This is an optimization exercise on Yosys and OpenROAD, whose aim is small area, not a production implementation. The RTL was checked by simulation tests, not by an equivalence proof against the original design. No activity file was given, so power comes from the tool's default toggle rates.

==> design/flow/design.v <==
`timescale 1ns / 1ps
module debounce #(
    parameter STABLE_CYCLE = 22   
)(
    input wire clk,
    input wire sw_in,
    output wire sw_out
);
    reg [STABLE_CYCLE-1:0] counter;
    reg sw_state;
    assign sw_out = sw_state;
    always @(posedge clk) begin
        if (sw_in != sw_state) begin
            counter <= counter + 1;
            if (&counter) begin
                sw_state <= sw_in;
                counter  <= 0;
            end
        end else begin
            counter <= 0;
        end
    end
endmodule
module seven_segment_display(
    input wire reset,
    input wire clk,
    input wire [7:0] value,
    input wire enable,
    output reg [3:0] an,
    output reg [6:0] seg
);
    function [6:0] hex2seg(input [3:0] h);
        case(h)
            4'h0: hex2seg = 7'b1000000;
            4'h1: hex2seg = 7'b1111001;
            4'h2: hex2seg = 7'b0100100;
            4'h3: hex2seg = 7'b0110000;
            4'h4: hex2seg = 7'b0011001;
            4'h5: hex2seg = 7'b0010010;
            4'h6: hex2seg = 7'b0000010;
            4'h7: hex2seg = 7'b1111000;
            4'h8: hex2seg = 7'b0000000;
            4'h9: hex2seg = 7'b0010000;
            4'hA: hex2seg = 7'b0001000;
            4'hB: hex2seg = 7'b0000011;
            4'hC: hex2seg = 7'b1000110;
            4'hD: hex2seg = 7'b0100001;
            4'hE: hex2seg = 7'b0000110;
            4'hF: hex2seg = 7'b0001110;
            default: hex2seg=7'b1111111;
        endcase
    endfunction
    reg reset_active;
    reg [29:0] reset_counter;
    reg [19:0] display_counter;
    reg [1:0] curr_digit;
    reg [6:0] dataout [3:0];
    always @(posedge clk or posedge reset) begin
        if (reset) begin
            reset_active <= 1'b1;
            reset_counter <= 30'd0;
            display_counter <= 20'd0;
            curr_digit <= 2'd0;
            an <= 4'b1111;
            seg <= 7'b1111111;
            dataout[0] <= 7'b0000111;
            dataout[1] <= 7'b0010010;
            dataout[2] <= 7'b0101111;
            dataout[3] <= 7'b0111111;
        end else begin
            if (reset_active) begin
                reset_counter <= reset_counter + 1;
                if (reset_counter == 30'd10) begin  
                    reset_active <= 1'b0;
                end
            end
            else begin
                if(enable) begin
                    dataout[0] <= hex2seg(value[3:0]);
                    dataout[1] <= hex2seg(value[7:4]);
                end else begin
                    dataout[0] <= 7'b1111111;
                    dataout[1] <= 7'b1111111;
                end
                dataout[2] <= 7'b1111111;
                dataout[3] <= 7'b1111111;
            end
            display_counter <= display_counter + 1;
            if (display_counter == 20'd1) begin  
                display_counter <= 20'd0;
                curr_digit <= curr_digit + 1;
                case (curr_digit)
                    2'd0: begin an <= 4'b1110; seg <= dataout[0]; end
                    2'd1: begin an <= 4'b1101; seg <= dataout[1]; end
                    2'd2: begin an <= 4'b1011; seg <= dataout[2]; end
                    2'd3: begin an <= 4'b0111; seg <= dataout[3]; end
                    default: begin an <= 4'b1111; seg <= 7'b1111111; end
                endcase
            end
        end
    end
endmodule
module linked_list #( parameter NUM_NODES = 32, width = 6 )(
    input wire clk,
    input wire btnC,
    input [15:0] sw,
    output [3:0] an,
    output [6:0] seg,
    output reg [1:0] led
    );
    localparam [width-1:0] NULL = NUM_NODES;
    reg [width-1:0] head, tail, next, curr, prev;
    reg [7:0] data_array [0:NUM_NODES-1];
    reg [width-1:0] next_array [0:NUM_NODES-1];
    reg [7:0] display_val;
    reg display_enable;
    wire [7:0] in_data = sw[7:0];
    wire [2:0] op = sw[15:13];
    reg [2:0] op_to_do;
    reg op_pending;
    reg search;
    reg traverse;
    reg [2:0] op_prev;
    wire op_new;
    always@(posedge clk)begin
        op_prev <= op;
    end
    assign op_new = (op&~ op_prev) && (op != 3'b000 && op != 3'b001 && op != 3'b010 && op != 3'b011);
    wire btnc_clean;
    reg  btnc_del;
    wire btnc_on_1_pulse;
    debounce #(.STABLE_CYCLE(4)) db_btnc (
        .clk(clk),
        .sw_in(btnC),
        .sw_out(btnc_clean)
    );
    always @(posedge clk) begin
        btnc_del <= btnc_clean;
    end
    assign btnc_on_1_pulse = btnc_clean & ~btnc_del;
    reg [29:0] delay_counter;
    integer i;
    always @(posedge clk) begin
        if(btnc_on_1_pulse) begin
            for (i = 0; i < NUM_NODES-1; i = i + 1) begin
                next_array[i] <= i + 1;
                data_array[i] <= 0;
            end
            next_array[NUM_NODES-1] <= NULL;
            data_array[NUM_NODES-1] <= 0;
            next <= 0;
            head <= NULL;
            tail <= NULL;
            led <= 2'b00;
            display_val <= 0;
            display_enable <= 0;
            delay_counter <= 0;
            op_pending <= 0;
            search <= 0;
            traverse <= 0;
        end else begin
            if(op_new && !op_pending && !search && !traverse) begin
                op_to_do <= op;
                op_pending <= 1;
            end
            if(op_pending)begin
                op_pending <= 0;
                case(op_to_do)
                    3'b100: begin
                        if(next == NULL)
                            led[0] <= 1;
                        else begin
                            led[0] <= 0;
                            led[1]<=0;
                            data_array[next] <= in_data;
                            next_array[next] <= head;
                            head <= next;
                            if(tail==NULL)
                                tail <= next;
                            next <= next_array[next];
                        end
                    end
                    3'b101: begin
                        if(next==NULL)
                            led[0] <= 1;
                        else begin
                            led[0] <= 0;
                                  led[1]<=0;
                            data_array[next] <= in_data;
                            next_array[next] <= NULL;
                            if(tail!=NULL)
                                next_array[tail] <= next;
                            else
                                head <= next;
                            tail <= next;
                            next <= next_array[next];
                        end
                    end
                    3'b110: begin
                        if(head==NULL)
                            led[1] <= 1;
                        else begin
                            curr <= head;
                            prev <= NULL;
                            led[1] <= 0;
                            search <= 1;
                        end
                    end
                    3'b111: begin
                        delay_counter <= 0;
                        if(head==NULL)
                            led[1] <= 1;
                        else begin
                            curr <= head;
                            traverse <= 1;
                            led[1] <= 0;
                        end
                    end
                endcase
            end
            if(search) begin
                if(curr==NULL) begin
                    search <= 0;
                end
                else if(data_array[curr] == in_data) begin
                    if(prev==NULL)
                        head <= next_array[curr];
                    else
                        next_array[prev] <= next_array[curr];
                    if(curr==tail)
                        tail <= prev;
                    next_array[curr] <= next;
                    next <= curr;
                    search <= 0;
                    data_array[curr] <= 0;
                    led[0] <= 0;
                end else begin
                    prev <= curr;
                    curr <= next_array[curr];
                end
            end
            if(traverse) begin
                if(delay_counter == 30'd10) begin
                    delay_counter <= 0;
                    if(curr==NULL) begin
                        display_enable <= 0;
                        traverse <= 0;
                    end else begin
                        display_val <= data_array[curr];
                        display_enable <= 1;
                        curr <= next_array[curr];
                    end
                end else
                    delay_counter <= delay_counter + 1;
            end
        end
    end
    seven_segment_display sseg_inst (
        .reset(btnC),
        .clk(clk),
        .value(display_val),
        .enable(display_enable),
        .an(an),
        .seg(seg)
    );
endmodule
==> design/flow/run.sh <==
#!/bin/bash
# synth_recipe.tcl (not shown) runs the flow's synth.tcl, then flattens the netlist and writes it again
# the make line also repeats each setting of config.mk as NAME=value (left out here)
make -C /OpenROAD-flow-scripts/flow DESIGN_CONFIG=/design/flow/config.mk WORK_HOME=/design/flow/orfs CLKGATE_MAP_FILE= SYNTH_SCRIPT=/design/flow/synth_recipe.tcl finish
==> design/flow/config.mk <==
export PLATFORM = sky130hd
export DESIGN_NAME = linked_list
export DESIGN_NICKNAME = linked_list
export VERILOG_FILES = /design/flow/design.v
export SDC_FILE = /design/flow/constraint.sdc
export NUM_CORES = 4
export LEC_CHECK = 0
export CAP_MARGIN = 20
export CORE_MARGIN = 2
export CORE_UTILIZATION = 30
export PLACE_DENSITY = 0.5
export SLEW_MARGIN = 20
==> design/flow/constraint.sdc <==
create_clock -name core_clock -period 8.0 [get_ports {clk}]
set_input_delay 1.6000 -clock core_clock [delete_from_list [all_inputs] [get_ports {clk}]]
set_output_delay 1.6000 -clock core_clock [all_outputs]
set_load 0.01 [all_outputs]
==> results by group <==
Status
  – Status: timing/DRC/antenna clean

Layout
  – Fin area: 0.0414 mm²
  – Area growth, synth to finish: 13.6%
  – Register area: 0.0152 mm²
  – Filler Cells Inserted: 12,300
  – Fin nets: 3,771
  – Most frequent cells in the layout: nand2_1 (370), dfxtp_1 (336), nor2_1 (327), a21oi_1 (247), nand3_1 (218)
  – Most common cell after layout, fill and taps aside: nand2_1
  – Post-Route Utilization: 0.344
  – Layout cell share with drive strength beyond 1: 0.146
  – Area of the multi-input gates: between 0.015 and 0.02 mm²

Worst setup path
  – Critical-path top delay cell: nor4_4
  – CP delay by family, top: simple AND/OR/NAND/NOR gates
  – Kind of end point of the critical path: register
  – Worst path max stage delay: about 1100 ps
  – Data required time of the critical path: between 8000 and 9000 ps
  – CP Class: register to register
  – Crit path cell chain: and2_0 -> a22oi_1 -> a211oi_1 -> nor4_1 -> buf_4 -> xnor2_1 -> nand4_1 -> buf_4 -> nor4_4 -> a22oi_1 -> mux2i_1
  – Worst r2r path cells: 11
  – Setup crit start kind: register
  – CP arrival: 6690 ps
  – Buffer and inverter count on the worst path: 2
  – Crit path depth: 11
  – CP Max Fanout: 26

Logic synthesis
  – Yosys top cell area share: 0.190
  – Synth Area in Adders: 0.00859
  – Number of flops mapped to enable cells by yosys: 208
  – Yosys top cell by area: dfxtp_1
  – Avg Cell Area, Syn: 9.57 µm²
  – Post-synthesis mux area share: 0.143
  – Synth Area in XOR/XNOR: 0.0161
  – Yosys warnings: 4
  – Cells after Synth: between 3,000 and 4,000
  – FFs w/ async S/R, synth: 0.125
  – Predominant post-synthesis flop cell: dfxtp_1
  – Combinational family with the most area after synthesis: compound AO/OA/AOI/OAI gates
  – Post-synth cell types: 76
  – Simple-Gate Fraction of Synth Area: 0.171
  – Synth top area cells: dfxtp_1 (19%), edfxtp_1 (17%), mux4_2 (9.3%)
  – Post-Syn Area: 0.0364 mm²
  – Post-synthesis sequential area ratio: 0.416
  – Synth Area in Compound Gates: 0.201
  – Post-synthesis register bit count: 632
  – Synth Net Count: just under 4,000

GRT
  – Largest net degree at the start of global routing: 80
  – GRT Total Usage: 0.263
  – Gr ovfl total: 0
  – First-pass GRT wire length: 238,000 µm
  – Vias in the first global route: around 32,000
  – Initial antenna violation count: 7

STA
  – Rel. slew slack: 0.147
  – Worst slew pin tran: 1280 ps
  – Final Skew: 57.7 ps
  – Final Hold Fails: 0
  – Finish-stage setup viols: 0
  – Fin crit share: 0.771
  – RSZ-0062 raised after global routing: no
  – Min Tclk post-route: between 6000 and 7000 ps
  – Peak Freq: 0.162 GHz
  – Setup TNS: 0 ps
  – Final slew viol count: 0

Clock tree
  – CTS root buf: clkbuf_16
  – Num CTS Buffers: 76
  – Clock tree sinks: around 630
  – Maximum clock path buffer count: 3
  – Worst-path clk slew: 60 ps
  – Clock latency (worst-skew pair): 720 ps
  – CTS tree: done
  – PostCTS Resize Cnt: 0
  – Htree depth: 3
  – Postcts setup bufs: 0
  – Post-cts hold buffer count: 0

Place
  – Placed wire-length estimate: 112,000 µm
  – Final Wtd Congestion: between 1 and 1.5
  – Port Buffers: 25
  – Placed inst area: 0.0387 mm²

Floorplan
  – Chip Height: 352 µm
  – Starting density of the core: 0.303
  – Chip width: 352 µm
  – Row count: 127
  – Core ar.: approximately 0.12 mm²
  – Total die area: 0.124 mm²
  – Boundary Pins: 31

Drt
  – Initial DRC Count: ~5,200
  – Final Routed Wirelength: 169,000 µm
  – Pre-antenna DRT Iters: 9
  – DR vias: 34,500
  – Routed length per instance: between 30 and 40 µm
  – DR DRC count: 0
  – Antenna viol nets, final: 0
  – DR vias/cell: around 6.4

Min path
  – Worst hold path depth: 2
  – Hold Crit Class: register to register

Job
  – Max cap viols: 0

Pwr
  – Gate power share: 0.100
  – P_sw: 2.13 mW
  – Clk network pwr share: 0.468
  – Seq pwr share: 0.432
  – Sw Share: 0.273
  – VDD IR max: 0.152 mV
  – Int Pwr: 5.66 mW
  – Power Density: 188 mW/mm²
  – LEAKAGE: 14.3 nW
  – Design Power: 7.79 mW
## worst paths after layout
kind	to	slack, ps
setup / recovery	next_array[30][2]	1830
hold / removal	sseg_inst.dataout[0][1]	430
setup reg to reg	next_array[30][2]	1830
hold reg to reg	sseg_inst.dataout[0][1]	430
max in group asynchronous	sseg_inst.dataout[1][0]	5980
min in group asynchronous	sseg_inst.display_counter[15]	1490
## sequential cells by signal, indices dropped and copies added, names as in the netlist, 4 cells and up, named ones only
signal and flops:
delay_counter 30, next_array 192, tail 6, prev 6
sseg_inst.dataout 15, db_btnc.counter 4, sseg_inst.seg 7, sseg_inst.display_counter 20
display_val 8, sseg_inst.an 4, data_array 256, head 6
next 6, curr 6, sseg_inst.reset_counter 30
## worst reg2reg max path, stage by stage (launching register included)
cell,delay (ps)
dfxtp_2,860
and2_0,990
a22oi_1,150
a211oi_1,610
nor4_1,150
buf_4,200
xnor2_1,160
nand4_1,680
buf_4,570
nor4_4,1110
a22oi_1,260
mux2i_1,240
## layout make-up
cell class,count,area share
repair buffers,199,0.0373
flip-flops and latches,632,0.367
multi-input cells,2768,0.480
clock buffers,103,0.0525
inverters,51,0.00472
diodes,4,0.000242
clock inverters,33,0.0101
well taps,1612,0.0487
## synth_stat cells, drive strengths merged (71+ instances only)
cell	number
buf	72
mux4	150
nor2	331
nand2	371
a32o	71
edfxtp	208
clkbuf	285
nor3	106
a21oi	247
o21ai	118
nand3	219
a22oi	97
dfxtp	345
o22ai	73
mux2i	163
a22o	106
## cell families after synthesis
group,Yosys count
AOI/OAI and AO/OA,1043
xor gates and xnor gates,67
buffers and inverters,408
DFF,632
muxes,330
and+or+nand+nor,1303
adders and majority gates,25
## power groups by stage
stage	clock [mW]	combinational, mW	sequential, mW
floorplan	0	0.403	3.40
global route	3.82	0.762	3.37
global placement	0	0.721	3.43
detailed placement	0	0.721	3.43
finish	3.64	0.776	3.37
CTS	3.70	0.722	3.37
## routing by layer
layer  track usage  vias to the layer above  share of wire
met5             0                        -        0.00046
met4         0.148                       12          0.069
met3        0.0992                      696           0.13
met2         0.367                     2412           0.40
met1         0.346                    16900           0.40
li1              -                    14500              -
## through the flow
step	hold WS [ps]	cells	worst slack (ps)
final	428	5402	1830
after global routing	448	5398	1690
after CTS	432	5396	1940
after detailed placement	426	5260	2010
after global placement	429	5260	1990
after floorplan	383	3808	3970

-- static timing again, ports no longer ideal --
The results above use ideal ports. As a check the final layout listed here was re-extracted and re-timed, cells and wires unchanged.
Step 1 assumes that a clkbuf_16 drives the clock port and a buf_2 every other input.
Step 2 times the ports against the registers' clock, not the clock port: input delays grow and output delays shrink by t, the midpoint of the rising clock arrivals with the driver on.
a / b / c = ideal / step 1 / step 2; a / b = the first two.
shift t [ns]: 0.766
setup WS [ns]: 1.828 / 1.828 / 1.828
hold slack, ns: 0.428 / 0.428 / 0.428
worst setup path at the end: register to register
slew at the worst register clock pin (ns): 0.07 / 0.07
After both steps setup and hold are still met in this run. For this run, drivers alone change the setup slack by 0.000 ns; drivers and shift together by 0.000 ns.
